This is an optimization exercise on Yosys and OpenROAD, whose aim is small area, a short achievable clock period and few clock cycles per item, not a production implementation.
At most, simulation tests tie the RTL to the original design; equivalence was not proved.
No functional check of the RTL was part of run 3.
Power and IR drop assume default switching activity.

[design/flow/design.v]
module atanh (
  input                     clk,
  input                     rstn,
  input                     trig,
  input  signed       [8:0] tanha,
  output logic              vld,
  output logic signed [8:0] a2_latch
);
  wire        s = tanha[8];
  wire  [7:0] l = tanha[7:0];
  wire  [7:0] below;                          
  assign below[0] = 1'b0;
  genvar i;
  for (i = 1; i < 8; i = i + 1) begin : g_below
    assign below[i] = |l[i-1:0];
  end
  wire  [7:0] m = l ^ ({8{s}} & below);
  wire        z = ~|l;                        
  wire  [0:7] mr = m;                         
  wire  [0:7] gr;                             
  wire  [7:0] g = gr;
  logic [8:0] a2;
  wire nnew_n17, nnew_n18, nnew_n19, nnew_n20, nnew_n22, nnew_n23, nnew_n25, nnew_n26, nnew_n27, nnew_n28, nnew_n29, nnew_n30, nnew_n31, nnew_n32, nnew_n33, nnew_n34, nnew_n35, nnew_n36, nnew_n37, nnew_n38, nnew_n39, nnew_n40, nnew_n41, nnew_n42, nnew_n43, nnew_n44, nnew_n45, nnew_n46, nnew_n47, nnew_n48, nnew_n49, nnew_n50, nnew_n51, nnew_n52, nnew_n53, nnew_n54, nnew_n55, nnew_n56, nnew_n57, nnew_n58, nnew_n59, nnew_n60, nnew_n61, nnew_n62, nnew_n63, nnew_n64, nnew_n65, nnew_n66, nnew_n67, nnew_n68, nnew_n69, nnew_n70, nnew_n71, nnew_n72, nnew_n73, nnew_n74, nnew_n75, nnew_n76, nnew_n77, nnew_n78, nnew_n79, nnew_n80, nnew_n81, nnew_n82, nnew_n83, nnew_n84, nnew_n85, nnew_n86, nnew_n87, nnew_n88, nnew_n89, nnew_n90, nnew_n91, nnew_n92, nnew_n93, nnew_n94, nnew_n95, nnew_n96, nnew_n97, nnew_n98, nnew_n99, nnew_n100, nnew_n101, nnew_n102, nnew_n103, nnew_n104, nnew_n105, nnew_n106, nnew_n107, nnew_n108, nnew_n109, nnew_n110, nnew_n111, nnew_n112, nnew_n113, nnew_n114, nnew_n115, nnew_n116, nnew_n117, nnew_n118, nnew_n119, nnew_n120, nnew_n121, nnew_n122, nnew_n123, nnew_n124, nnew_n125, nnew_n126, nnew_n127, nnew_n128, nnew_n129, nnew_n130, nnew_n131, nnew_n132, nnew_n133, nnew_n134, nnew_n135, nnew_n136, nnew_n137, nnew_n138, nnew_n139, nnew_n140, nnew_n141, nnew_n142, nnew_n143, nnew_n144, nnew_n145, nnew_n146, nnew_n147, nnew_n148, nnew_n149, nnew_n150, nnew_n151, nnew_n152, nnew_n153, nnew_n154, nnew_n155, nnew_n156, nnew_n157, nnew_n158, nnew_n159, nnew_n160, nnew_n161, nnew_n162, nnew_n163, nnew_n164, nnew_n165, nnew_n166, nnew_n167, nnew_n168, nnew_n169, nnew_n170, nnew_n171, nnew_n172, nnew_n173, nnew_n174, nnew_n175, nnew_n176, nnew_n177, nnew_n178, nnew_n179, nnew_n180, nnew_n181, nnew_n182, nnew_n183, nnew_n184, nnew_n185, nnew_n186, nnew_n187, nnew_n188, nnew_n189, nnew_n190, nnew_n191, nnew_n192, nnew_n193, nnew_n194, nnew_n195, nnew_n197, nnew_n198, nnew_n199, nnew_n200, nnew_n201, nnew_n202, nnew_n203, nnew_n204, nnew_n205, nnew_n206, nnew_n207, nnew_n208, nnew_n209, nnew_n210, nnew_n211, nnew_n212, nnew_n213, nnew_n214, nnew_n216, nnew_n217, nnew_n218, nnew_n219, nnew_n220, nnew_n221, nnew_n222, nnew_n223, nnew_n224, nnew_n225, nnew_n227, nnew_n228, nnew_n229, nnew_n230, nnew_n231, nnew_n232, nnew_n233, nnew_n234, nnew_n235, nnew_n236, nnew_n237, nnew_n238, nnew_n239, nnew_n240, nnew_n241, nnew_n242, nnew_n243, nnew_n244, nnew_n245, nnew_n246, nnew_n247, nnew_n248, nnew_n249, nnew_n250, nnew_n251, nnew_n252, nnew_n253, nnew_n255, nnew_n256, nnew_n257, nnew_n258, nnew_n259, nnew_n260, nnew_n261, nnew_n262, nnew_n263, nnew_n264, nnew_n265, nnew_n266, nnew_n268, nnew_n269, nnew_n270, nnew_n271, nnew_n272, nnew_n273, nnew_n274, nnew_n275, nnew_n276, nnew_n277, nnew_n278, nnew_n279, nnew_n280, nnew_n281, nnew_n282, nnew_n283, nnew_n284, nnew_n285, nnew_n286, nnew_n287, nnew_n288, nnew_n289, nnew_n290, nnew_n291, nnew_n292, nnew_n293, nnew_n294, nnew_n295, nnew_n296, nnew_n297, nnew_n298, nnew_n299, nnew_n300, nnew_n301, nnew_n302, nnew_n303, nnew_n304, nnew_n305, nnew_n306, nnew_n307, nnew_n308, nnew_n309, nnew_n310, nnew_n311, nnew_n312, nnew_n313, nnew_n314, nnew_n315, nnew_n316, nnew_n317, nnew_n318, nnew_n319, nnew_n320, nnew_n321, nnew_n322, nnew_n323, nnew_n324, nnew_n325, nnew_n326, nnew_n327, nnew_n328, nnew_n329, nnew_n330;
  assign nnew_n17 = mr[0] & ~mr[1];
  assign nnew_n18 = ~mr[3] & ~mr[4];
  assign nnew_n19 = mr[2] & ~nnew_n18;
  assign nnew_n20 = nnew_n17 & ~nnew_n19;
  assign gr[0] = mr[0] & ~nnew_n20;
  assign nnew_n22 = ~mr[0] & mr[2];
  assign nnew_n23 = mr[1] & nnew_n22;
  assign gr[1] = nnew_n20 | nnew_n23;
  assign nnew_n25 = ~mr[0] & ~mr[1];
  assign nnew_n26 = mr[2] & mr[4];
  assign nnew_n27 = ~mr[5] & nnew_n26;
  assign nnew_n28 = ~mr[5] & ~mr[6];
  assign nnew_n29 = mr[4] & nnew_n28;
  assign nnew_n30 = mr[2] & ~mr[6];
  assign nnew_n31 = ~mr[4] & mr[5];
  assign nnew_n32 = nnew_n30 & ~nnew_n31;
  assign nnew_n33 = ~nnew_n29 & ~nnew_n32;
  assign nnew_n34 = ~nnew_n27 & nnew_n33;
  assign nnew_n35 = ~mr[1] & ~nnew_n34;
  assign nnew_n36 = ~mr[1] & ~mr[2];
  assign nnew_n37 = mr[4] & ~mr[6];
  assign nnew_n38 = nnew_n36 & ~nnew_n37;
  assign nnew_n39 = mr[6] & mr[7];
  assign nnew_n40 = ~mr[2] & nnew_n39;
  assign nnew_n41 = ~nnew_n38 & ~nnew_n40;
  assign nnew_n42 = mr[1] & ~mr[4];
  assign nnew_n43 = ~mr[1] & mr[4];
  assign nnew_n44 = ~nnew_n42 & ~nnew_n43;
  assign nnew_n45 = ~mr[4] & ~mr[5];
  assign nnew_n46 = nnew_n44 & ~nnew_n45;
  assign nnew_n47 = ~nnew_n41 & nnew_n46;
  assign nnew_n48 = mr[5] & ~nnew_n39;
  assign nnew_n49 = mr[4] & ~nnew_n48;
  assign nnew_n50 = ~mr[6] & ~mr[7];
  assign nnew_n51 = nnew_n31 & ~nnew_n50;
  assign nnew_n52 = mr[1] & ~nnew_n51;
  assign nnew_n53 = ~nnew_n49 & nnew_n52;
  assign nnew_n54 = ~nnew_n47 & ~nnew_n53;
  assign nnew_n55 = ~nnew_n35 & nnew_n54;
  assign nnew_n56 = ~mr[0] & nnew_n55;
  assign nnew_n57 = mr[3] & ~nnew_n56;
  assign nnew_n58 = mr[5] & mr[7];
  assign nnew_n59 = mr[3] & ~nnew_n36;
  assign nnew_n60 = ~mr[2] & ~mr[4];
  assign nnew_n61 = ~nnew_n26 & ~nnew_n60;
  assign nnew_n62 = nnew_n59 & ~nnew_n61;
  assign nnew_n63 = nnew_n58 & ~nnew_n62;
  assign nnew_n64 = ~mr[0] & nnew_n44;
  assign nnew_n65 = mr[4] & mr[7];
  assign nnew_n66 = mr[2] & ~nnew_n65;
  assign nnew_n67 = nnew_n64 & ~nnew_n66;
  assign nnew_n68 = ~mr[5] & ~nnew_n67;
  assign nnew_n69 = ~nnew_n63 & ~nnew_n68;
  assign nnew_n70 = ~mr[3] & mr[4];
  assign nnew_n71 = ~nnew_n69 & nnew_n70;
  assign nnew_n72 = mr[1] & ~mr[2];
  assign nnew_n73 = ~nnew_n26 & ~nnew_n72;
  assign nnew_n74 = ~mr[3] & ~nnew_n73;
  assign nnew_n75 = ~mr[5] & mr[7];
  assign nnew_n76 = ~mr[0] & nnew_n75;
  assign nnew_n77 = nnew_n74 & nnew_n76;
  assign nnew_n78 = ~mr[2] & ~mr[5];
  assign nnew_n79 = ~mr[1] & mr[3];
  assign nnew_n80 = ~nnew_n78 & nnew_n79;
  assign nnew_n81 = mr[2] & mr[7];
  assign nnew_n82 = ~mr[2] & ~mr[7];
  assign nnew_n83 = mr[5] & ~nnew_n82;
  assign nnew_n84 = ~nnew_n81 & nnew_n83;
  assign nnew_n85 = nnew_n80 & ~nnew_n84;
  assign nnew_n86 = nnew_n58 & nnew_n85;
  assign nnew_n87 = ~nnew_n77 & ~nnew_n86;
  assign nnew_n88 = ~mr[0] & nnew_n42;
  assign nnew_n89 = ~mr[3] & mr[7];
  assign nnew_n90 = mr[0] & ~nnew_n72;
  assign nnew_n91 = nnew_n89 & ~nnew_n90;
  assign nnew_n92 = ~nnew_n88 & ~nnew_n91;
  assign nnew_n93 = mr[3] & ~nnew_n26;
  assign nnew_n94 = mr[0] & ~nnew_n81;
  assign nnew_n95 = nnew_n93 & ~nnew_n94;
  assign nnew_n96 = nnew_n60 & nnew_n89;
  assign nnew_n97 = ~mr[1] & ~nnew_n96;
  assign nnew_n98 = ~nnew_n95 & nnew_n97;
  assign nnew_n99 = nnew_n92 & ~nnew_n98;
  assign nnew_n100 = ~mr[5] & ~nnew_n99;
  assign nnew_n101 = mr[0] & mr[1];
  assign nnew_n102 = ~nnew_n82 & nnew_n101;
  assign nnew_n103 = mr[5] & ~nnew_n102;
  assign nnew_n104 = ~mr[4] & ~mr[7];
  assign nnew_n105 = ~nnew_n25 & nnew_n104;
  assign nnew_n106 = mr[3] & nnew_n105;
  assign nnew_n107 = nnew_n103 & ~nnew_n106;
  assign nnew_n108 = ~nnew_n74 & ~nnew_n93;
  assign nnew_n109 = ~nnew_n65 & ~nnew_n108;
  assign nnew_n110 = ~mr[0] & ~nnew_n109;
  assign nnew_n111 = nnew_n107 & ~nnew_n110;
  assign nnew_n112 = ~nnew_n100 & ~nnew_n111;
  assign nnew_n113 = ~nnew_n87 & nnew_n112;
  assign nnew_n114 = ~mr[2] & mr[5];
  assign nnew_n115 = ~nnew_n50 & nnew_n114;
  assign nnew_n116 = ~nnew_n27 & ~nnew_n115;
  assign nnew_n117 = ~nnew_n30 & nnew_n31;
  assign nnew_n118 = ~nnew_n60 & ~nnew_n117;
  assign nnew_n119 = nnew_n116 & nnew_n118;
  assign nnew_n120 = nnew_n25 & ~nnew_n119;
  assign nnew_n121 = ~nnew_n29 & ~nnew_n117;
  assign nnew_n122 = mr[1] & nnew_n121;
  assign nnew_n123 = ~nnew_n120 & ~nnew_n122;
  assign nnew_n124 = ~mr[7] & nnew_n30;
  assign nnew_n125 = nnew_n31 & nnew_n124;
  assign nnew_n126 = ~nnew_n49 & ~nnew_n125;
  assign nnew_n127 = mr[2] & mr[5];
  assign nnew_n128 = ~nnew_n48 & ~nnew_n124;
  assign nnew_n129 = ~nnew_n127 & nnew_n128;
  assign nnew_n130 = nnew_n126 & ~nnew_n129;
  assign nnew_n131 = mr[0] & ~nnew_n130;
  assign nnew_n132 = nnew_n123 & ~nnew_n131;
  assign nnew_n133 = ~mr[5] & nnew_n65;
  assign nnew_n134 = ~mr[2] & ~nnew_n133;
  assign nnew_n135 = ~mr[4] & nnew_n50;
  assign nnew_n136 = nnew_n134 & ~nnew_n135;
  assign nnew_n137 = nnew_n101 & ~nnew_n136;
  assign nnew_n138 = ~nnew_n132 & ~nnew_n137;
  assign nnew_n139 = ~mr[3] & ~nnew_n138;
  assign nnew_n140 = mr[0] & mr[4];
  assign nnew_n141 = ~mr[1] & mr[7];
  assign nnew_n142 = ~mr[4] & nnew_n141;
  assign nnew_n143 = ~nnew_n140 & ~nnew_n142;
  assign nnew_n144 = ~mr[2] & ~nnew_n143;
  assign nnew_n145 = ~nnew_n27 & ~nnew_n144;
  assign nnew_n146 = mr[6] & ~nnew_n145;
  assign nnew_n147 = mr[4] & mr[5];
  assign nnew_n148 = ~nnew_n146 & nnew_n147;
  assign nnew_n149 = ~nnew_n139 & nnew_n148;
  assign nnew_n150 = mr[6] & nnew_n112;
  assign nnew_n151 = ~nnew_n149 & nnew_n150;
  assign nnew_n152 = ~nnew_n113 & ~nnew_n151;
  assign nnew_n153 = mr[7] & ~nnew_n69;
  assign nnew_n154 = nnew_n152 & nnew_n153;
  assign nnew_n155 = ~nnew_n71 & ~nnew_n154;
  assign nnew_n156 = mr[0] & mr[3];
  assign nnew_n157 = ~mr[2] & ~nnew_n156;
  assign nnew_n158 = nnew_n101 & ~nnew_n157;
  assign nnew_n159 = mr[6] & ~nnew_n158;
  assign nnew_n160 = nnew_n155 & nnew_n159;
  assign nnew_n161 = mr[6] & ~nnew_n149;
  assign nnew_n162 = nnew_n43 & nnew_n89;
  assign nnew_n163 = nnew_n112 & ~nnew_n162;
  assign nnew_n164 = ~nnew_n140 & nnew_n157;
  assign nnew_n165 = ~nnew_n19 & ~nnew_n164;
  assign nnew_n166 = ~nnew_n29 & ~nnew_n165;
  assign nnew_n167 = ~nnew_n70 & ~nnew_n166;
  assign nnew_n168 = mr[0] & ~mr[7];
  assign nnew_n169 = nnew_n167 & nnew_n168;
  assign nnew_n170 = ~nnew_n163 & ~nnew_n169;
  assign nnew_n171 = nnew_n87 & nnew_n170;
  assign nnew_n172 = ~nnew_n161 & nnew_n171;
  assign nnew_n173 = ~nnew_n27 & ~nnew_n114;
  assign nnew_n174 = ~mr[7] & nnew_n173;
  assign nnew_n175 = ~nnew_n172 & nnew_n174;
  assign nnew_n176 = ~nnew_n160 & nnew_n175;
  assign nnew_n177 = nnew_n81 & ~nnew_n117;
  assign nnew_n178 = nnew_n33 & nnew_n177;
  assign nnew_n179 = nnew_n17 & ~nnew_n178;
  assign nnew_n180 = nnew_n173 & nnew_n179;
  assign nnew_n181 = ~nnew_n172 & nnew_n179;
  assign nnew_n182 = ~nnew_n160 & nnew_n181;
  assign nnew_n183 = ~nnew_n180 & ~nnew_n182;
  assign nnew_n184 = ~nnew_n176 & ~nnew_n183;
  assign nnew_n185 = nnew_n57 & ~nnew_n184;
  assign nnew_n186 = mr[3] & ~nnew_n127;
  assign nnew_n187 = ~nnew_n185 & ~nnew_n186;
  assign nnew_n188 = ~mr[1] & ~nnew_n22;
  assign nnew_n189 = ~nnew_n23 & ~nnew_n188;
  assign nnew_n190 = ~nnew_n187 & ~nnew_n189;
  assign nnew_n191 = ~nnew_n100 & nnew_n146;
  assign nnew_n192 = ~nnew_n139 & ~nnew_n191;
  assign nnew_n193 = ~nnew_n57 & nnew_n192;
  assign nnew_n194 = ~nnew_n176 & nnew_n192;
  assign nnew_n195 = ~nnew_n183 & nnew_n194;
  assign gr[5] = ~nnew_n193 & ~nnew_n195;
  assign nnew_n197 = mr[0] & mr[7];
  assign nnew_n198 = nnew_n28 & ~nnew_n197;
  assign nnew_n199 = gr[5] & nnew_n198;
  assign nnew_n200 = mr[4] & ~nnew_n199;
  assign nnew_n201 = nnew_n190 & ~nnew_n200;
  assign nnew_n202 = mr[4] & ~nnew_n28;
  assign nnew_n203 = mr[0] & ~mr[5];
  assign nnew_n204 = nnew_n72 & ~nnew_n203;
  assign nnew_n205 = nnew_n202 & nnew_n204;
  assign nnew_n206 = ~mr[3] & ~nnew_n205;
  assign nnew_n207 = ~mr[1] & nnew_n22;
  assign nnew_n208 = ~nnew_n43 & nnew_n90;
  assign nnew_n209 = ~nnew_n207 & ~nnew_n208;
  assign nnew_n210 = nnew_n206 & nnew_n209;
  assign nnew_n211 = mr[3] & nnew_n207;
  assign nnew_n212 = ~nnew_n210 & ~nnew_n211;
  assign nnew_n213 = nnew_n45 & gr[5];
  assign nnew_n214 = ~nnew_n212 & ~nnew_n213;
  assign gr[3] = ~nnew_n201 & ~nnew_n214;
  assign nnew_n216 = mr[2] & ~gr[3];
  assign nnew_n217 = nnew_n25 & ~nnew_n216;
  assign nnew_n218 = ~nnew_n101 & ~nnew_n206;
  assign nnew_n219 = ~nnew_n214 & ~nnew_n218;
  assign nnew_n220 = ~nnew_n201 & nnew_n219;
  assign nnew_n221 = mr[2] & ~nnew_n25;
  assign nnew_n222 = ~nnew_n220 & nnew_n221;
  assign nnew_n223 = ~mr[2] & nnew_n206;
  assign nnew_n224 = gr[3] & nnew_n223;
  assign nnew_n225 = ~nnew_n222 & ~nnew_n224;
  assign gr[2] = ~nnew_n217 & nnew_n225;
  assign nnew_n227 = ~mr[0] & ~nnew_n72;
  assign nnew_n228 = ~gr[5] & nnew_n202;
  assign nnew_n229 = nnew_n227 & ~nnew_n228;
  assign nnew_n230 = ~mr[4] & nnew_n185;
  assign nnew_n231 = ~nnew_n59 & ~nnew_n206;
  assign nnew_n232 = ~nnew_n230 & ~nnew_n231;
  assign nnew_n233 = ~nnew_n229 & nnew_n232;
  assign nnew_n234 = ~nnew_n201 & ~nnew_n233;
  assign nnew_n235 = mr[3] & ~nnew_n158;
  assign nnew_n236 = ~nnew_n234 & nnew_n235;
  assign nnew_n237 = mr[3] & mr[4];
  assign nnew_n238 = ~mr[1] & ~nnew_n237;
  assign nnew_n239 = ~mr[4] & ~nnew_n192;
  assign nnew_n240 = nnew_n238 & ~nnew_n239;
  assign nnew_n241 = ~nnew_n214 & nnew_n240;
  assign nnew_n242 = ~nnew_n201 & nnew_n241;
  assign nnew_n243 = mr[5] & nnew_n192;
  assign nnew_n244 = mr[0] & ~nnew_n243;
  assign nnew_n245 = nnew_n44 & ~nnew_n199;
  assign nnew_n246 = nnew_n244 & ~nnew_n245;
  assign nnew_n247 = ~nnew_n44 & nnew_n199;
  assign nnew_n248 = nnew_n246 & ~nnew_n247;
  assign nnew_n249 = nnew_n242 & ~nnew_n248;
  assign nnew_n250 = ~nnew_n236 & nnew_n249;
  assign nnew_n251 = ~nnew_n158 & ~nnew_n234;
  assign nnew_n252 = ~nnew_n242 & ~nnew_n248;
  assign nnew_n253 = nnew_n251 & nnew_n252;
  assign gr[4] = nnew_n250 | nnew_n253;
  assign nnew_n255 = ~mr[0] & ~nnew_n70;
  assign nnew_n256 = nnew_n163 & ~nnew_n255;
  assign nnew_n257 = ~mr[0] & nnew_n123;
  assign nnew_n258 = mr[6] & ~mr[7];
  assign nnew_n259 = mr[3] & ~mr[4];
  assign nnew_n260 = ~mr[5] & ~nnew_n259;
  assign nnew_n261 = nnew_n227 & nnew_n260;
  assign nnew_n262 = nnew_n258 & ~nnew_n261;
  assign nnew_n263 = ~nnew_n165 & nnew_n262;
  assign nnew_n264 = ~nnew_n257 & nnew_n263;
  assign nnew_n265 = ~nnew_n256 & nnew_n264;
  assign nnew_n266 = ~nnew_n160 & ~nnew_n172;
  assign gr[6] = nnew_n265 | nnew_n266;
  assign nnew_n268 = ~mr[6] & gr[1];
  assign nnew_n269 = ~nnew_n138 & ~nnew_n268;
  assign nnew_n270 = mr[5] & ~mr[7];
  assign nnew_n271 = ~nnew_n75 & ~nnew_n270;
  assign nnew_n272 = mr[2] & ~nnew_n43;
  assign nnew_n273 = ~nnew_n271 & ~nnew_n272;
  assign nnew_n274 = ~nnew_n140 & nnew_n188;
  assign nnew_n275 = ~nnew_n64 & nnew_n274;
  assign nnew_n276 = nnew_n273 & ~nnew_n275;
  assign nnew_n277 = mr[0] & nnew_n60;
  assign nnew_n278 = ~mr[0] & nnew_n272;
  assign nnew_n279 = ~nnew_n277 & ~nnew_n278;
  assign nnew_n280 = nnew_n271 & ~nnew_n279;
  assign nnew_n281 = ~nnew_n276 & ~nnew_n280;
  assign nnew_n282 = ~mr[3] & ~nnew_n281;
  assign nnew_n283 = mr[3] & ~nnew_n179;
  assign nnew_n284 = nnew_n197 & ~nnew_n283;
  assign nnew_n285 = ~nnew_n282 & nnew_n284;
  assign nnew_n286 = ~nnew_n269 & nnew_n285;
  assign nnew_n287 = ~nnew_n45 & ~nnew_n89;
  assign nnew_n288 = ~mr[0] & ~nnew_n258;
  assign nnew_n289 = ~nnew_n287 & ~nnew_n288;
  assign nnew_n290 = ~nnew_n178 & ~nnew_n289;
  assign nnew_n291 = ~nnew_n167 & nnew_n290;
  assign nnew_n292 = nnew_n188 & ~nnew_n291;
  assign nnew_n293 = ~nnew_n39 & ~nnew_n50;
  assign nnew_n294 = nnew_n157 & ~nnew_n293;
  assign nnew_n295 = nnew_n22 & nnew_n258;
  assign nnew_n296 = ~nnew_n294 & ~nnew_n295;
  assign nnew_n297 = mr[1] & mr[5];
  assign nnew_n298 = ~nnew_n296 & nnew_n297;
  assign nnew_n299 = ~nnew_n210 & nnew_n298;
  assign nnew_n300 = ~nnew_n292 & ~nnew_n299;
  assign nnew_n301 = ~mr[6] & ~nnew_n104;
  assign nnew_n302 = nnew_n59 & nnew_n301;
  assign nnew_n303 = ~nnew_n65 & ~nnew_n302;
  assign nnew_n304 = ~nnew_n43 & ~nnew_n83;
  assign nnew_n305 = nnew_n303 & ~nnew_n304;
  assign nnew_n306 = mr[6] & ~nnew_n85;
  assign nnew_n307 = nnew_n305 & ~nnew_n306;
  assign nnew_n308 = mr[3] & ~mr[6];
  assign nnew_n309 = nnew_n78 & ~nnew_n308;
  assign nnew_n310 = nnew_n30 & nnew_n141;
  assign nnew_n311 = ~nnew_n75 & ~nnew_n310;
  assign nnew_n312 = ~nnew_n309 & nnew_n311;
  assign nnew_n313 = nnew_n42 & nnew_n89;
  assign nnew_n314 = ~nnew_n28 & ~nnew_n237;
  assign nnew_n315 = ~nnew_n313 & ~nnew_n314;
  assign nnew_n316 = nnew_n41 & nnew_n315;
  assign nnew_n317 = ~nnew_n312 & nnew_n316;
  assign nnew_n318 = ~nnew_n307 & ~nnew_n317;
  assign nnew_n319 = mr[2] & nnew_n273;
  assign nnew_n320 = ~mr[0] & ~nnew_n319;
  assign nnew_n321 = ~nnew_n318 & nnew_n320;
  assign nnew_n322 = nnew_n300 & ~nnew_n321;
  assign nnew_n323 = nnew_n286 & ~nnew_n322;
  assign nnew_n324 = mr[4] & ~nnew_n82;
  assign nnew_n325 = ~nnew_n27 & nnew_n188;
  assign nnew_n326 = nnew_n324 & nnew_n325;
  assign nnew_n327 = ~nnew_n282 & ~nnew_n326;
  assign nnew_n328 = mr[6] & ~nnew_n327;
  assign nnew_n329 = ~nnew_n286 & nnew_n322;
  assign nnew_n330 = ~nnew_n328 & nnew_n329;
  assign gr[7] = ~nnew_n323 & ~nnew_n330;
  always_comb begin
    if (z) a2 = s ? 9'h149 : 9'h1ff;   
    else if (s) a2 = ~{1'b0, g};
    else a2 = {1'b0, g};
  end
  always_ff @(posedge clk or negedge rstn) begin
    if (!rstn) vld <= 1'b0;
    else vld <= trig;
  end
  always_ff @(posedge clk or negedge rstn) begin
    if (!rstn) a2_latch <= 9'd0;
    else if (trig) a2_latch <= a2;
  end
endmodule
[design/flow/flow/run.sh]
#!/bin/bash
# Standard layout, with plain buffers (buf_2) on the ports and an area-oriented
# abc script in synthesis (flow/my_synth.tcl swaps only the abc script).
export MY_ABC_SCRIPT=$PWD/flow/abc.script
bash standard.sh SYNTH_SCRIPT=$PWD/flow/my_synth.tcl BUFFER_PORTS_ARGS="-buffer_cell sky130_fd_sc_hd__buf_2" finish > standard.log 2>&1
[design/flow/flow/abc.script]
strash
dch
map -B 0.9
topo
stime -c
upsize -c
dnsize -c
[design/flow/flow/my_synth.tcl]
proc synth {args} { yosys synth -nofsm -noshare {*}$args }
proc abc {args} {
  set i [lsearch $args -script]
  if { $i >= 0 && [info exists ::env(MY_ABC_SCRIPT)] } { lset args [expr {$i + 1}] $::env(MY_ABC_SCRIPT) }
  yosys abc {*}$args
}
source $::env(SCRIPTS_DIR)/synth.tcl
# left out here: clear keep_hierarchy, flatten, clean up, hide names made inside functions, write 1_2_yosys.v
[design/flow/standard.sh]
#!/bin/bash
# synth_recipe.tcl (not shown) runs the flow's synth.tcl, then flattens the netlist and writes it again
# the make line also repeats each setting of config.mk as NAME=value (left out here)
make -C /OpenROAD-flow-scripts/flow DESIGN_CONFIG=/design/flow/config.mk WORK_HOME=/design/flow/orfs CLKGATE_MAP_FILE= SYNTH_SCRIPT=/design/flow/synth_recipe.tcl "${@:-finish}"
[design/flow/config.mk]
export PLATFORM = sky130hd
export DESIGN_NAME = atanh
export DESIGN_NICKNAME = atanh
export VERILOG_FILES = /design/flow/design.v
export SDC_FILE = /design/flow/constraint.sdc
export NUM_CORES = 4
export LEC_CHECK = 0
export ABC_AREA = 1
export CAP_MARGIN = 20
export CORE_MARGIN = 2
export CORE_UTILIZATION = 40
export PLACE_DENSITY = 0.6
export SETUP_SLACK_MARGIN = 3.7
export SLEW_MARGIN = 20
[design/flow/constraint.sdc]
create_clock -name core_clock -period 7.5 [get_ports {clk}]
set_input_delay 1.5000 -clock core_clock [delete_from_list [all_inputs] [get_ports {clk}]]
set_output_delay 1.5000 -clock core_clock [all_outputs]
set_load 0.01 [all_outputs]
==> results of run 1 <==
[metal layers]
metal / GRT usage (%) / up-vias / share of wire (%)
li1: - / 1388 / -
met5: 0 / - / 0
met2: 52.8 / 241 / 46
met4: 17.5 / 0 / 7.0
met3: 4.15 / 74 / 9.9
met1: 38.6 / 1396 / 37
[area by class of cell]
cell class / instances / share of cell area, %
multi-input combinational: 319 / 65.1
timing repair buffer: 66 / 15.7
sequential: 10 / 8.01
inverter: 49 / 7.21
tap: 67 / 2.68
clock buffer: 3 / 1.32
[final timing paths]
kind                                         start                       to  slack [ns]  cells past startpoint
min reg2reg                a2_latch[5]$_DFFE_PN0P_  a2_latch[5]$_DFFE_PN0P_        0.46                      2
min in group asynchronous                     rstn            vld$_DFF_PN0_        1.12                      1
min                        a2_latch[5]$_DFFE_PN0P_  a2_latch[5]$_DFFE_PN0P_        0.46                      2
max reg2reg                a2_latch[6]$_DFFE_PN0P_  a2_latch[6]$_DFFE_PN0P_        6.80                      1
max in group asynchronous                     rstn  a2_latch[2]$_DFFE_PN0P_        6.20                      1
max                                       tanha[1]  a2_latch[5]$_DFFE_PN0P_        3.27                     31
[registers in the layout (all words and copies together), names as in the netlist]
register,cells
a2_latch,9
vld,1
[report_power, final]
group | switching (W) | internal (W)
clock | 0.0000176 | 0.0000348
combinational | 0.000193 | 0.000111
sequential | 0.00000441 | 0.0000638
[cells in the final DEF, fill, tap and decap left out, drive strengths merged, types with 5 or more instances in the layout]
master and count:
clkbuf 5, a21oi 21, buf 64, nand2 162, nor2 34, inv 15
o21ai 26, dfrtp 10, clkinv 34, ha 5, nand3 45
[cells by family (layout without fill, tap and decap cells)]
logic type,count (synthesis),after routing,share of synthesized area [%]
buffers and inverters,49,118,9.58
adder cells (fa/ha/maj),5,5,3.13
AND/OR/NAND/NOR,246,249,55.0
flip-flops,10,10,12.5
AO/OA/AOI/OAI,62,62,18.4
XOR/XNOR,3,3,1.32
[repair_timing]
item	in CTS	in global routing
gates cloned	3	0
gates resized for setup	84	55
endpoints found under the setup margin	6	6
hold buffers	0	0
pin swaps	27	45
buffers inserted	33	12
[stage by stage]
stage	util [%]	std cells	hold slack, ns
after floorplan	-	375	0.516
after global placement	46.3	463	0.458
after detailed placement	46.3	463	0.462
after CTS	59.2	502	0.474
after global routing	65.3	514	0.506
final	65.3	514	0.460
==> results.toml, run 1 <==
[routing]
wirelength_microns = 9200
drc = 0
firstDrtPassIters = 5
final_antenna_net_count = 0
wl_per_cell_microns = 17.9
viasPerCell = 6.03
drt_first_iter_violations = 250
vias = 3099

[placed_design]
hpwlAfterDp_microns = 5440
globalplace.congestion = 0.981
place_ws_ns = 2.83
dpl-instance-area_sq_um = 2210
port_buffers = 21

[timing]
rsz0062_at_grt = "true"
relSlewSlack_pct = 69.9
final-max-slew-violation-count = 0
worst_slack_ns = 3.27
setup_tns_ns = 0
finalHoldViolCount = 0
setup_viol = 0
final.min_clock_period_ns = 4.23
skew_ns = 0
tightestPinTransition_ns = 0.450
timing.final.crit_share_pct = 56.4
max_clock_freq_mhz = 236

[critical_path]
required_ns = 7.62
path_max_fanout = 7
critPathLaunchType = "primary input"
crit_slowest_cell = "nor2_4"
path_buf_inv = 2
worstPathArrival_ns = 4.34
crit_top_cell = "nand2_2"
path_class = "in -> reg"
cp-end-kind = "register"
cpLargestDelayFamily = "simple AND/OR/NAND/NOR gates"
cpPeakStageDelay_ns = 0.23

[finish]
nNetsFinal = 466
fillers = 441
n_antenna_cell = 0
drive_gt1_share_pct = 43.4
seq_area_sq_um = 250
final_area_sq_um = 3130
synthToLayoutAreaGrowth_pct = 56.4
multi_input_area_sq_um = 2030

[outcome]
status = "finished clean"

[synth]
async_reset_ff_share_pct = 100
synth_top_area_share_pct = 25.7
synthDistinctLibCells = 35
syn_area_per_cell_sq_um = 5.33
yosys_register_bits = 10
synth_most_common_cell = "nand2_1"
yosys-top-cells-count = "nand2_1, nand3_1, clkinv_1, nor2_1, o21ai_0"
synth_edf_count = 0
synthCells = 375
yosys.area.top_type = "nand2_1"
synth_area_leaders = "nand2_1, dfrtp_1, nand3_1"
synth_flop_cell = "dfrtp_1"
seq_area_frac_synth_pct = 12.5
synth_nets = 392
ys_warn_count = 1
synth_area_sq_um = 2000

[floorplan]
die_w_microns = 74.7
dieArea_sq_um = 5580
start_util_pct = 41.8
rows = 25
pin_count = 22
chipHeight_microns = 74.7
core-area_sq_um = 4790

[cts]
cts_inserted_buffers = 3
cts-htree-levels = 1
clk_path_buf_depth = 2
clk_pin_slew_ns = 0.04
root_buffer = "clkbuf_8"
clk_latency_ns = 0.23
cts_tree = "done"
cts.sinks = 10

[min_path]
hold_class = "reg -> reg"

[grt]
grt_remaining_overflow = 0
grt_pass1_vias = 2701
antenna_found_initial = 0
grt_max_degree = 22
grt_pass1_wl_microns = 13300
grtUsageTotal_pct = 31.4

[power]
p_total_w = 0.000425
peakVddDrop_mv = 0.0666
cellLeakagePower_nw = 1.51
power_density_nw_per_um2 = 136

[job]
drv_cap = 0
Testbench counts, summed over its fixed seeds: cycles 2,048, ops 2,048.
==> run 2, diff against run 1 <==
--- a/design/flow/config.mk
+++ b/design/flow/config.mk
@@ -12,3 +12,3 @@
 export PLACE_DENSITY = 0.6
-export SETUP_SLACK_MARGIN = 3.7
+export SETUP_SLACK_MARGIN = 3.3
 export SLEW_MARGIN = 20
==> run 2 against run 1 <==
Critical path depth shrank 1. Register-to-register slack is essentially flat. Non-clock buffer count shrank 3. Still clean on timing, DRC and antenna. Routed wire length shrank 9.9%. Setup slack gained 0.17 ns. Utilization shrank 0.16 points. Clock skew is the same. Sequential power shrank 0.7%. Critical endpoint is now a2_latch[3]$_DFFE_PN0P_.
==> results.toml, run 2 <==
[finish]
n_antenna_cell = 0
drive_gt1_share_pct = 41.9
reg_top3 = "a2_latch (9), vld (1)"
regMostFlops = "a2_latch"
multi_input_area_sq_um = 2020
largest_register_ffs = 9
synthToLayoutAreaGrowth_pct = 56.0
fin_util_pct = 65.2
fillers = 432
seq_area_sq_um = 250
final_common_cell = "nand2_1"
nNetsFinal = 465
final_cell_mix = "nand2_1, nand2_2, buf_4"

[synth]
yosys.area.top_type = "nand2_1"
synth_most_common_cell = "nand2_1"
async_reset_ff_share_pct = 100
seq_area_frac_synth_pct = 12.5
synth_top_area_share_pct = 25.7
synthDistinctLibCells = 35
yosys_register_bits = 10
synth_edf_count = 0
synth_area_sq_um = 2000
yosys-top-cells-count = "nand2_1, nand3_1, clkinv_1, nor2_1, o21ai_0"
synth_nets = 392
ys_warn_count = 1
syn_area_per_cell_sq_um = 5.33
synthCells = 375
synth_flop_cell = "dfrtp_1"
synth_area_leaders = "nand2_1, dfrtp_1, nand3_1"

[critical_path]
critPathLaunchType = "primary input"
reg2regPathDepth = 1
crit_slowest_cell = "nor3_2"
cpPeakStageDelay_ns = 0.18
path_max_fanout = 9
cp-end-kind = "register"
worstPathArrival_ns = 4.17
crit_top_cell = "nand2_1"
required_ns = 7.62
path_class = "in -> reg"

[timing]
setup_viol = 0
tightestPinTransition_ns = 0.485
final.min_clock_period_ns = 4.05
timing.final.crit_share_pct = 54.1
relSlewSlack_pct = 67.4
max_clock_freq_mhz = 247
final-max-slew-violation-count = 0
rsz0062_at_grt = "true"
setup_tns_ns = 0
skew_ns = 0
finalHoldViolCount = 0

[placed_design]
hpwlAfterDp_microns = 5060
globalplace.congestion = 1.07
port_buffers = 21

[cts]
cts.sinks = 10
clk_path_buf_depth = 2
cts_inserted_buffers = 3
cts-htree-levels = 1
clk_pin_slew_ns = 0.04
root_buffer = "clkbuf_8"
clk_latency_ns = 0.23
cts_tree = "done"

[floorplan]
die_w_microns = 74.7
pin_count = 22
rows = 25
start_util_pct = 41.8
dieArea_sq_um = 5580
chipHeight_microns = 74.7
core-area_sq_um = 4790

[min_path]
min_path_cells = 2
hold_class = "reg -> reg"

[job]
drv_cap = 0

[outcome]
status = "finished clean"

[routing]
drc = 0
wirelength_microns = 8290
drt_first_iter_violations = 305
firstDrtPassIters = 7
viasPerCell = 5.73
wl_per_cell_microns = 16.2
vias = 2941
final_antenna_net_count = 0

[grt]
grtUsageTotal_pct = 24.3
grt_max_degree = 22
grt_remaining_overflow = 0
grt_pass1_vias = 2352
antenna_found_initial = 0
grt_pass1_wl_microns = 10800

[power]
cellLeakagePower_nw = 1.51
p_total_w = 0.000409
power_density_nw_per_um2 = 131
peakVddDrop_mv = 0.0610
-- run 2: per-stage QoR --
| stage | setup slack, ns | area, sq um | instances | hold WS, ns |
|---|---|---|---|---|
| after floorplan | 3.64 | 2000 | 375 | 0.516 |
| after global placement | 2.78 | 2190 | 463 | 0.465 |
| after detailed placement | 2.85 | 2190 | 463 | 0.468 |
| after CTS | 3.30 | 2290 | 470 | 0.478 |
| after global routing | 3.22 | 3120 | 513 | 0.492 |
| final | 3.45 | 3120 | 513 | 0.472 |
-- run 2: metal layers --
metal | track usage [%] | wire [microns] | up-vias
li1 | - | - | 1381
met1 | 31.1 | 3230 | 1300
met2 | 41.1 | 3780 | 202
met3 | 2.68 | 826 | 58
met4 | 11.3 | 450 | 0
met5 | 0 | 0 | -
-- run 2: layout make-up --
| class | count | area share [%] |
|---|---|---|
| sequential | 10 | 8.03 |
| inverter | 49 | 7.06 |
| clock buffer | 3 | 1.32 |
| timing repair buffer | 63 | 16.1 |
| multi-input combinational | 321 | 64.8 |
| tap | 67 | 2.69 |
-- run 2: cells by family after synthesis --
| group | synth area share [%] |
|---|---|
| AND/OR/NAND/NOR | 55.0 |
| flip-flops | 12.5 |
| XOR/XNOR | 1.32 |
| buffers and inverters | 9.58 |
| adder cells (fa/ha/maj) | 3.13 |
| AO/OA/AOI/OAI | 18.4 |
-- run 2: power breakdown --
group,switching [W],internal (W)
clock,0.0000177,0.0000349
sequential,0.00000402,0.0000637
combinational,0.000182,0.000107
total,0.000203,0.000206
-- run 2: worst paths after layout --
| kind | end | slack, ns | startpoint |
|---|---|---|---|
| setup reg to reg | a2_latch[6]$_DFFE_PN0P_ | 6.80 | a2_latch[6]$_DFFE_PN0P_ |
| min in group asynchronous | a2_latch[8]$_DFFE_PN0P_ | 1.12 | rstn |
| setup / recovery | a2_latch[3]$_DFFE_PN0P_ | 3.45 | tanha[2] |
| hold / removal | a2_latch[7]$_DFFE_PN0P_ | 0.47 | a2_latch[7]$_DFFE_PN0P_ |
| hold reg to reg | a2_latch[7]$_DFFE_PN0P_ | 0.47 | a2_latch[7]$_DFFE_PN0P_ |
| max in group asynchronous | a2_latch[0]$_DFFE_PN0P_ | 6.20 | rstn |
-- run 2: timing repair --
item | 4_1_cts | 5_1_grt
pin swaps | 2 | 50
setup buffers | 4 | 37
resized for setup | 6 | 130
setup endpoints to repair | 3 | 3
hold buffers | 0 | 0
cloned | 0 | 6
-- run 2: worst max-delay path, delay by kind of cell --
kind	cells	cell delay, ns
buffers and inverters	4	0.42
AO/OA/AOI/OAI	1	0.15
AND/OR/NAND/NOR	25	2.07
==> run 3, diff against run 2 <==
--- a/design/flow/design.v
+++ b/design/flow/design.v
@@ -10,9 +10,3 @@
   wire  [7:0] l = tanha[7:0];
-  wire  [7:0] below;                          
-  assign below[0] = 1'b0;
-  genvar i;
-  for (i = 1; i < 8; i = i + 1) begin : g_below
-    assign below[i] = |l[i-1:0];
-  end
-  wire  [7:0] m = l ^ ({8{s}} & below);
+  wire  [7:0] m = (l ^ {8{s}}) + {7'd0, s};   
   wire        z = ~|l;                        
==> design/flow/flow/abc.script (replaced) <==
strash
dch
map -a
topo
stime -c
upsize -c
dnsize -c
--- a/design/flow/config.mk
+++ b/design/flow/config.mk
@@ -12,3 +12,2 @@
 export PLACE_DENSITY = 0.6
-export SETUP_SLACK_MARGIN = 3.3
 export SLEW_MARGIN = 20
==> run 3 against run 2 <==
Still clean. First-iteration DRC count decreased by 39%. Non-clock buffer count decreased by 41. Cell area decreased by 31%. Die area decreased by 4.4%. Routed wire length decreased by 27%. Global-route usage decreased by 0.67 points. Via count decreased by 22%. Final cell count decreased by 25%. Clock power increased by 24%. Clock skew unchanged. Sequential share of layout area increased by 3.7 points. Critical path type unchanged. Largest cell class unchanged.
==> results.toml, run 3 <==
[outcome]
status = "finished clean"

[finish]
nNetsFinal = 352
final_common_cell = "nor2_1"
final_cell_mix = "nor2_1, nand2_1, clkinv_1"
final_area_sq_um = 2140
largest_register_ffs = 9
drive_gt1_share_pct = 21.6
regMostFlops = "a2_latch"
synthToLayoutAreaGrowth_pct = 12.4
n_antenna_cell = 0
reg_top3 = "a2_latch (9), vld (1)"

[synth]
yosys_register_bits = 10
synth_area_sq_um = 1900
seq_area_frac_synth_pct = 13.1
synth_top_area_share_pct = 13.1
syn_area_per_cell_sq_um = 6.28
async_reset_ff_share_pct = 100
synth_area_leaders = "dfrtp_1, nor2_1, nand2_1"
synth_edf_count = 0
yosys-top-cells-count = "nor2_1, nand2_1, clkinv_1, a21oi_1, o21ai_0"
synth_most_common_cell = "nor2_1"
synth_flop_cell = "dfrtp_1"
synth_nets = 325
synthCells = 303
ys_warn_count = 1
yosys.area.top_type = "dfrtp_1"
synthDistinctLibCells = 50

[critical_path]
critPathLaunchType = "primary input"
cpPeakStageDelay_ns = 0.56
crit_slowest_cell = "ha_1"
path_buf_inv = 3
cp-end-kind = "register"
path_max_fanout = 11
required_ns = 7.60
cpLargestDelayFamily = "compound AO/OA/AOI/OAI gates"
path_class = "in -> reg"
worstPathArrival_ns = 6.04

[timing]
finalHoldViolCount = 0
skew_ns = 0
worst_slack_ns = 1.57
max_clock_freq_mhz = 169
relSlewSlack_pct = 58.5
final-max-slew-violation-count = 0
setup_viol = 0
final.min_clock_period_ns = 5.93
rsz0062_at_grt = "false"
setup_tns_ns = 0
tightestPinTransition_ns = 0.606
timing.final.crit_share_pct = 79.1

[cts]
post_cts.repair.setup_buffers = 0
postCtsHoldBufs = 0
clk_path_buf_depth = 2
root_buffer = "clkbuf_8"
cts.sinks = 10
cts_tree = "done"
clk_latency_ns = 0.23
cts-htree-levels = 1
cts_inserted_buffers = 3
clk_pin_slew_ns = 0.05
cts_resized = 0

[routing]
final_antenna_net_count = 0
viasPerCell = 5.99
firstDrtPassIters = 5
drt_first_iter_violations = 186
vias = 2293
wl_per_cell_microns = 15.8
wirelength_microns = 6060
drc = 0

[floorplan]
chipHeight_microns = 73
die_w_microns = 73
start_util_pct = 40.9
pin_count = 22
core-area_sq_um = 4660
dieArea_sq_um = 5330
rows = 25

[power]
cellLeakagePower_nw = 0.906
p_seq_share_pct = 17.2
p_switching_w = 0.000212
power_density_nw_per_um2 = 196
clkPwrFrac_pct = 15.5
peakVddDrop_mv = 0.0588
swShare_pct = 50.6
power_frac_comb_pct = 67.3
p_int_w = 0.000207

[min_path]
hold_class = "reg -> reg"

[placed_design]
place_ws_ns = 1.40
hpwlAfterDp_microns = 4730
port_buffers = 21
dpl-instance-area_sq_um = 2080
globalplace.congestion = 1.01

[grt]
grt_remaining_overflow = 0
antenna_found_initial = 0
grt_pass1_wl_microns = 10000
grt_max_degree = 18
grtUsageTotal_pct = 23.7
grt_pass1_vias = 2103

[job]
drv_cap = 0
[run 3: power groups by stage]
| stage | Clock (W) | Combinational [W] | Sequential, W |
|---|---|---|---|
| after floorplan | 0 | 0.000196 | 0.0000801 |
| after global placement | 0 | 0.000282 | 0.0000727 |
| after detailed placement | 0 | 0.000276 | 0.0000728 |
| after CTS | 0.0000662 | 0.000277 | 0.0000721 |
| after global routing | 0.0000695 | 0.000313 | 0.0000740 |
| final | 0.0000650 | 0.000282 | 0.0000721 |
[run 3: layer usage]
layer  track usage, %  up-vias  share of wire, %
met5                0        -                 0
met4             9.47        0               4.4
met3             3.45       37               8.8
met2             38.6      144                45
met1             31.1     1017                42
li1                 -     1095                 -
[run 3: tightest hold or removal path: stages, from the launching register on]
cell and delay (ns):
dfrtp_1 0.33, nand2_1 0.05, nand2_1 0.05
[run 3: cells by family after synthesis]
family          synth area share (%)
simple gates                    33.0
compound gates                  31.3
buf+inv                         9.92
xor+xnor                        5.98
fa+ha+maj                       6.57
flops                           13.1
[run 3: final cells by class]
type | instances | area (sq um)
timing repair buffer | 22 | 113
clock buffer | 4 | 55.1
tap | 54 | 67.6
inverter | 47 | 189
multi-input combinational | 246 | 1470
fill | 486 | 2520
sequential | 10 | 250
[run 3: through the flow]
| step | hold WS [ns] | instances | utilization [%] | total power [W] |
|---|---|---|---|---|
| final | 0.471 | 383 | 45.9 | 0.000419 |
| after global routing | 0.491 | 383 | 45.9 | 0.000457 |
| after CTS | 0.474 | 383 | 45.9 | 0.000416 |
| after detailed placement | 0.460 | 379 | 44.7 | 0.000349 |
| after global placement | 0.460 | 379 | 44.7 | 0.000355 |
| after floorplan | 0.515 | 303 | - | 0.000276 |
[run 3: worst paths after layout]
path                                         startpoint                      end  slack [ns]  cells past startpoint
worst max-delay path                           tanha[8]  a2_latch[5]$_DFFE_PN0P_        1.57                     26
worst min register to register  a2_latch[3]$_DFFE_PN0P_  a2_latch[3]$_DFFE_PN0P_        0.47                      2
min in group asynchronous                          rstn  a2_latch[2]$_DFFE_PN0P_        1.12                      1
max in group asynchronous                          rstn  a2_latch[4]$_DFFE_PN0P_        6.20                      1
worst min-delay path            a2_latch[3]$_DFFE_PN0P_  a2_latch[3]$_DFFE_PN0P_        0.47                      2
worst max register to register  a2_latch[2]$_DFFE_PN0P_  a2_latch[2]$_DFFE_PN0P_        6.85                      2

## separate check: timing with driven ports
How much do the figures lean on ideal ports? The routed layouts below were timed once more, with nothing changed but the port constraints. Step 1, drivers: a clkbuf_16 drives clk and a buf_2 each remaining input, both assumed. Step 2 adds t to the input delays and takes it off the output delays; t is the mean of the earliest and latest rising clock arrival at the registers after step 1. Input paths then give back, and output paths get back, about the clock's delay inside the block. Three values: ideal, step 1, step 2; two values: the first two.
run	t (ns)	setup WS [ns]	hold WS [ns]
run 1	0.247	3.271 / 3.253 / 3.005	0.460 / 0.460 / 0.460
run 2	0.248	3.445 / 3.392 / 3.144	0.472 / 0.472 / 0.472
run 3	0.251	1.567 / 1.569 / 1.319	0.471 / 0.471 / 0.471
After both steps every run listed still meets setup and hold. The setup slack of run 2, which loses most, moves by -0.053 ns with the drivers and by -0.301 ns with both steps.
